From an optimization exercise on the open Yosys and OpenROAD flow, aimed at small area and a short achievable clock period; shortcuts taken in it are not production practice. RTL that was checked went through simulation tests only; none was proved equivalent to the original. Power and IR drop assume default switching activity.

Setup of 05-18:
// mk_mac
module mk_mac(CLK,
	      RST_N,
	      put_inp_A_a,
	      EN_put_inp_A,
	      RDY_put_inp_A,
	      put_inp_B_b,
	      EN_put_inp_B,
	      RDY_put_inp_B,
	      put_inp_C_c,
	      EN_put_inp_C,
	      RDY_put_inp_C,
	      put_inp_sel_sel,
	      EN_put_inp_sel,
	      RDY_put_inp_sel,
	      get_mac_op,
	      RDY_get_mac_op);
Size in the first run: ~110 I/O pins, about 24000 um^2 of cells after synthesis.
export LEC_CHECK = 0
export ABC_AREA = 0
export CAP_MARGIN = 0
export CORE_MARGIN = 2
export CORE_UTILIZATION = 65
export CTS_CLUSTER_DIAMETER = 100
export CTS_CLUSTER_SIZE = 30
export PLACE_DENSITY = 0.75
export SLEW_MARGIN = 0
create_clock -name core_clock -period 9.0 [get_ports {CLK}]
standard.sh (not shown) runs the stock make flow with config.mk's settings and CLKGATE_MAP_FILE= SYNTH_SCRIPT=/design/flow/synth_recipe.tcl, a recipe that flattens the netlist after the stock synthesis.
==> flow/flow/run.sh <==
#!/bin/bash
# Layout flow: the standard synthesis; then the combinational logic of its
# netlist is re-mapped by ABC with every flip-flop instance (name, cell type,
# connections) kept as it is, and the result is checked equivalent to the
# standard netlist (if the check fails, the standard netlist is used); then
# the standard layout steps, with faster port buffers and a tighter
# timing-repair target.  Each tool writes its own log here.
set -e
W=$(pwd)
ABC_D=9.0          # delay target (ps) for the gate sizing in ABC
bash standard.sh synth > synth.log 2>&1

RES=$(dirname "$(find "$W/orfs/results" -name 1_2_yosys.v | head -1)")
LOGD=$(dirname "$(find "$W/orfs/logs" -name 1_2_yosys.log | head -1)")
OBJ=$(dirname "$(find "$W/orfs/objects" -name abc.constr | head -1)")
LIB="$FLOW_HOME/platforms/$FLOW_PLATFORM/lib/sky130_fd_sc_hd__tt_025C_1v80.lib"
YOSYS=$(command -v yosys || echo "$FLOW_HOME/../tools/install/yosys/bin/yosys")
DU=$(grep -o -- '-dont_use [A-Za-z0-9_]*' "$LOGD/1_2_yosys.log" | sort -u | tr '\n' ' ')
KEEP="=sky130_fd_sc_hd__dfxtp_1 =sky130_fd_sc_hd__edfxtp_1 =sky130_fd_sc_hd__conb_1"
cp "$RES/1_2_yosys.v" "$W/std_netlist.v"

sed -e "s#@LIB@#$LIB#g" -e "s#@KEEP@#$KEEP#g" -e "s#@IN@#$W/std_netlist.v#g" \
    -e "s#@SCRIPT@#$W/flow/resyn.abc#g" -e "s#@DU@#$DU#g" -e "s#@CONSTR@#$OBJ/abc.constr#g" \
    -e "s#@D@#$ABC_D#g" -e "s#@OUT@#$W/resyn_netlist.v#g" flow/resyn.ys.in > resyn.ys
sed -e "s#@LIB@#$LIB#g" -e "s#@GOLD@#$W/std_netlist.v#g" -e "s#@GATE@#$W/resyn_netlist.v#g" \
    flow/equiv.ys.in > equiv.ys

if "$YOSYS" -l resyn.log resyn.ys > /dev/null 2>&1 &&
   "$YOSYS" -l equiv.log equiv.ys > /dev/null 2>&1 &&
   grep -q "Equivalence successfully proven" equiv.log; then
  cp "$W/resyn_netlist.v" "$RES/1_2_yosys.v"
  bash standard.sh synth > synth2.log 2>&1
else
  echo "re-mapping not used" > resyn_skipped.txt
fi

bash standard.sh "BUFFER_PORTS_ARGS=-buffer_cell sky130_fd_sc_hd__buf_2" SETUP_SLACK_MARGIN=6.15 finish > layout.log 2>&1
==> flow/flow/resyn.abc <==
strash
&get -n
&st
&dch -f
&nf
&st
&dch -f
&nf
&st
&dch -f
&nf
&put
buffer -c
upsize -c
dnsize -c
Other scripts of this flow, unchanged in this note and not shown: flow/flow/equiv.ys.in, flow/flow/resyn.ys.in
05-18 has completed all stages; timing, DRC and antenna checks passed.
Inputs modified between 05-18 and 01-24:
Settings: CTS_CLUSTER_SIZE now 32, was 30.
==> flow/flow/resyn.abc <==
strash
&get -n
&st
&dch -f
&nf
&st
&dch -f
&nf
&put
buffer -c
upsize -c
dnsize -c
==> comparison <==
- Peak ir drop on the vdd network came out higher on 01-24 than on 05-18.
- From 05-18 to 01-24 the numbers moved as follows: worst hold slack lost 0.0091 ns; post-route cell area lost about 0.8%.
Function was not checked in any run of this note: the RTL went through the layout flow alone.

* * *

== job 3557 ==
Starting RTL as in the previous note.
export LEC_CHECK = 0
export ABC_AREA = 0
export CAP_MARGIN = 0
export CORE_MARGIN = 2
export CORE_UTILIZATION = 65
export CTS_CLUSTER_DIAMETER = 100
export CTS_CLUSTER_SIZE = 30
export PLACE_DENSITY = 0.75
export SLEW_MARGIN = 0
create_clock -name core_clock -period 9.0 [get_ports {CLK}]
==> flow/flow/equiv.ys.in <==
# Equivalence of the re-mapped netlist with the standard one; the flip-flops
# pair up by instance name.
read_liberty -wb -ignore_miss_func @LIB@
read_verilog @GOLD@
rename mk_mac gold
read_verilog @GATE@
rename mk_mac gate
flatten -wb gold gate
opt_clean gold gate
async2sync
equiv_make gold gate equiv
hierarchy -top equiv
equiv_simple
equiv_status
==> flow/flow/resyn.abc <==
strash
ifraig
dc2
&get -n
&st
&dch -f
&nf
&st
&dch -f
&nf
&put
buffer -c
upsize -c
dnsize -c
==> flow/flow/resyn.ys.in <==
# Re-map the combinational logic of the standard synthesis netlist, keeping
# every flip-flop instance (name, cell type and connections) as it is.
read_liberty -wb -ignore_miss_func @LIB@
setattr -mod -set keep_hierarchy 1 @KEEP@
read_verilog @IN@
hierarchy -top mk_mac
flatten -wb
opt -purge
abc -script @SCRIPT@ -liberty @LIB@ @DU@ -constr @CONSTR@ -D @D@
opt_clean -purge
hilomap -singleton -hicell sky130_fd_sc_hd__conb_1 HI -locell sky130_fd_sc_hd__conb_1 LO
insbuf -buf sky130_fd_sc_hd__buf_4 A X
splitnets
opt_clean -purge
stat -liberty @LIB@
write_verilog -noattr -noexpr -nohex -nodec @OUT@
Scripts as last shown in full above: flow/flow/run.sh
What job 6773 does differently from job 3557 at the input level:
# job 3557
export LEC_CHECK = 0
export ABC_AREA = 0
export CAP_MARGIN = 0
export CORE_MARGIN = 2
export CORE_UTILIZATION = 65
export CTS_CLUSTER_DIAMETER = 100
export CTS_CLUSTER_SIZE = 30
export PLACE_DENSITY = 0.75
export SLEW_MARGIN = 0
create_clock -name core_clock -period 9.0 [get_ports {CLK}]
# job 6773
export LEC_CHECK = 0
export ABC_AREA = 0
export CAP_MARGIN = 0
export CORE_MARGIN = 2
export CORE_UTILIZATION = 70
export CTS_CLUSTER_DIAMETER = 100
export CTS_CLUSTER_SIZE = 30
export PLACE_DENSITY = 0.8
export SLEW_MARGIN = 0
create_clock -name core_clock -period 9.0 [get_ports {CLK}]
-- flow/flow/resyn.abc --
<<< job 3557, line 2
ifraig
dc2
>>> job 6773, line 2
==> comparison <==
When the final numbers for job 3557 and job 6773 were put side by side, the worst slack at placement turned out to be smaller in job 3557. Between job 6773 and job 3557, the total power density per cell area figures differ only marginally. Number of gates resized after cts: higher on job 3557. Of job 3557 and job 6773, the run reporting the lower number of detailed-route iterations in the first pass was job 3557. Compared with job 3557, in job 6773 worst setup slack went up by 0.19 ns; synthesized area saw an increase; horizontal die dimension shows a reduction of 6.4 um; power down 240 uW. Re non-clock buffer share of cell area: job 3557 and job 6773 aren't equal, and the lower value belongs to job 6773. Per the comparison of job 6773 with job 3557, power spent charging and discharging nets went down; number of non-clock buffers in the layout went down.
### job 6773 -> job 4496
# job 6773
export LEC_CHECK = 0
export ABC_AREA = 0
export CAP_MARGIN = 0
export CORE_MARGIN = 2
export CORE_UTILIZATION = 70
export CTS_CLUSTER_DIAMETER = 100
export CTS_CLUSTER_SIZE = 30
export PLACE_DENSITY = 0.8
export SLEW_MARGIN = 0
create_clock -name core_clock -period 9.0 [get_ports {CLK}]
# job 4496
export LEC_CHECK = 0
export ABC_AREA = 0
export CAP_MARGIN = 0
export CORE_MARGIN = 2
export CORE_UTILIZATION = 60
export CTS_CLUSTER_DIAMETER = 100
export CTS_CLUSTER_SIZE = 30
export PLACE_DENSITY = 0.7
export SLEW_MARGIN = 0
create_clock -name core_clock -period 9.0 [get_ports {CLK}]
## What came out
Relative to job 6773, the post-placement cell count of job 4496 is higher by 69.
Worst slack at placement down 0.036 ns in job 4496 wrt job 6773
On largest voltage drop on the vdd net, job 4496 does worse than job 6773.
Job 6773 → job 4496: least setup slack across all paths after layout +0.038 ns, layout overhead on the synthesized area comparable, count of clock-buffer cells in the layout went down, time the final worst path needs with I/O delays and setup now sits lower.
Higher critical path's largest stage delay was reported by job 6773, not job 4496.
Die span in y, job 6773 and job 4496, higher one = job 4496.
Function was not checked in any run of this note: the RTL went through the layout flow alone.

* * *

Another version of the RTL of mk_mac (not shown whole).
Size: roughly 110 I/O pins, roughly 24000 um^2 of cells after synthesis.
Design mk_mac, start of the top module:
module mk_mac(CLK,
	      RST_N,
	      put_inp_A_a,
	      EN_put_inp_A,
	      RDY_put_inp_A,
	      put_inp_B_b,
	      EN_put_inp_B,
	      RDY_put_inp_B,
	      put_inp_C_c,
	      EN_put_inp_C,
	      RDY_put_inp_C,
	      put_inp_sel_sel,
	      EN_put_inp_sel,
	      RDY_put_inp_sel,
	      get_mac_op,
	      RDY_get_mac_op);
==> flow/config.mk <==
export PLATFORM = sky130hd
export DESIGN_NAME = mk_mac
export DESIGN_NICKNAME = mk_mac
export VERILOG_FILES = /design/flow/design.v
export SDC_FILE = /design/flow/constraint.sdc
export NUM_CORES = 8
export LEC_CHECK = 0
export ABC_AREA = 0
export CAP_MARGIN = 0
export CORE_MARGIN = 2
export CORE_UTILIZATION = 65
export CTS_CLUSTER_DIAMETER = 100
export CTS_CLUSTER_SIZE = 30
export PLACE_DENSITY = 0.75
export SLEW_MARGIN = 0
==> flow/constraint.sdc <==
create_clock -name core_clock -period 9.0 [get_ports {CLK}]
set_input_delay 1.8000 -clock core_clock [delete_from_list [all_inputs] [get_ports {CLK}]]
set_output_delay 1.8000 -clock core_clock [all_outputs]
set_load 0.01 [all_outputs]
==> flow/flow/run.sh <==
#!/bin/bash
# Layout flow: the standard synthesis; then the combinational logic of its
# netlist is re-mapped by ABC with every flip-flop instance (name, cell type,
# connections) kept as it is, and the result is checked equivalent to the
# standard netlist (if the check fails, the standard netlist is used); then
# the standard layout steps, with faster port buffers and a tighter
# timing-repair target.  Each tool writes its own log here.
set -e
W=$(pwd)
ABC_D=9.0          # delay target (ps) for the gate sizing in ABC
bash standard.sh synth > synth.log 2>&1

RES=$(dirname "$(find "$W/orfs/results" -name 1_2_yosys.v | head -1)")
LOGD=$(dirname "$(find "$W/orfs/logs" -name 1_2_yosys.log | head -1)")
OBJ=$(dirname "$(find "$W/orfs/objects" -name abc.constr | head -1)")
LIB="$FLOW_HOME/platforms/$FLOW_PLATFORM/lib/sky130_fd_sc_hd__tt_025C_1v80.lib"
YOSYS=$(command -v yosys || echo "$FLOW_HOME/../tools/install/yosys/bin/yosys")
DU=$(grep -o -- '-dont_use [A-Za-z0-9_]*' "$LOGD/1_2_yosys.log" | sort -u | tr '\n' ' ')
KEEP="=sky130_fd_sc_hd__dfxtp_1 =sky130_fd_sc_hd__edfxtp_1 =sky130_fd_sc_hd__conb_1"
cp "$RES/1_2_yosys.v" "$W/std_netlist.v"

sed -e "s#@LIB@#$LIB#g" -e "s#@KEEP@#$KEEP#g" -e "s#@IN@#$W/std_netlist.v#g" \
    -e "s#@SCRIPT@#$W/flow/resyn.abc#g" -e "s#@DU@#$DU#g" -e "s#@CONSTR@#$OBJ/abc.constr#g" \
    -e "s#@D@#$ABC_D#g" -e "s#@OUT@#$W/resyn_netlist.v#g" flow/resyn.ys.in > resyn.ys
sed -e "s#@LIB@#$LIB#g" -e "s#@GOLD@#$W/std_netlist.v#g" -e "s#@GATE@#$W/resyn_netlist.v#g" \
    flow/equiv.ys.in > equiv.ys

if "$YOSYS" -l resyn.log resyn.ys > /dev/null 2>&1 &&
   "$YOSYS" -l equiv.log equiv.ys > /dev/null 2>&1 &&
   grep -q "Equivalence successfully proven" equiv.log; then
  cp "$W/resyn_netlist.v" "$RES/1_2_yosys.v"
  bash standard.sh synth > synth2.log 2>&1
else
  echo "re-mapping not used" > resyn_skipped.txt
fi

bash standard.sh "BUFFER_PORTS_ARGS=-buffer_cell sky130_fd_sc_hd__buf_2" SETUP_SLACK_MARGIN=6.05 finish > layout.log 2>&1
==> flow/flow/resyn.abc <==
strash
&get -n
&st
&dch -f
&nf
&st
&dch -f
&nf
&put
buffer -c
upsize -c
dnsize -c
Scripts as last shown in full above: flow/flow/equiv.ys.in, flow/flow/resyn.ys.in
The first run passed the timing, DRC and antenna checks.
Next try:
--- a/flow/flow/run.sh
+++ b/flow/flow/run.sh
@@ -37 +37 @@
-bash standard.sh "BUFFER_PORTS_ARGS=-buffer_cell sky130_fd_sc_hd__buf_2" SETUP_SLACK_MARGIN=6.05 finish > layout.log 2>&1
+bash standard.sh "BUFFER_PORTS_ARGS=-buffer_cell sky130_fd_sc_hd__buf_2" SETUP_SLACK_MARGIN=6.15 finish > layout.log 2>&1
==> flow/flow/resyn.abc (replaced) <==
strash
&get -n
&st
&syn2
&dch -f
&nf
&put
buffer -c
upsize -c
dnsize -c
What happened: Now the flow completed, yet does not pass: antenna rules; cell area is higher by 2.8%; sequential cell count does not change; routed wire length went up by 5.0%; global-route usage came out higher by 1.1 points.

port drivers added, routing unchanged:
In the flow no input, the clock included, has a driving cell. The finished layouts below were timed again as built, in two steps. Step 1 sets driving cells, clkbuf_16 on the clock port and buf_2 on the other inputs (assumed; they add their load-dependent delay and slew). Step 2, shift: input delay + t, output delay - t, t = (earliest + latest rising clock arrival at the registers) / 2. This alone moves slack from input paths to output paths. a / b / c = no drivers / after step 1 / after step 2; a / b = the first two.
| run | t (ns) | setup slack, ns | hold slack, ns | worst register clock-pin slew, ns | worst data-port slew with drivers (ns) |
|---|---|---|---|---|---|
| 05-18 | 0.624 | 6.150 / 6.093 / 6.213 | 0.331 / 0.331 / 0.331 | 0.11 / 0.11 | 0.04 |
| 01-24 | 0.622 | 6.152 / 6.096 / 6.278 | 0.322 / 0.322 / 0.322 | 0.12 / 0.12 | 0.04 |
| job 3557 | 0.623 | 5.895 / 5.895 / 5.895 | 0.332 / 0.332 / 0.332 | 0.11 / 0.11 | 0.04 |
| job 6773 | 0.622 | 6.088 / 6.079 / 6.088 | 0.329 / 0.329 / 0.329 | 0.12 / 0.12 | 0.04 |
| job 4496 | 0.633 | 6.126 / 6.069 / 6.283 | 0.324 / 0.324 / 0.324 | 0.11 / 0.11 | 0.04 |
| the first run of note 3 | 0.629 | 6.116 / 6.094 / 6.116 | 0.333 / 0.333 / 0.333 | 0.12 / 0.12 | 0.03 |
| the second run of note 3 | 0.625 | 6.090 / 6.076 / 6.090 | 0.324 / 0.324 / 0.324 | 0.11 / 0.11 | 0.04 |
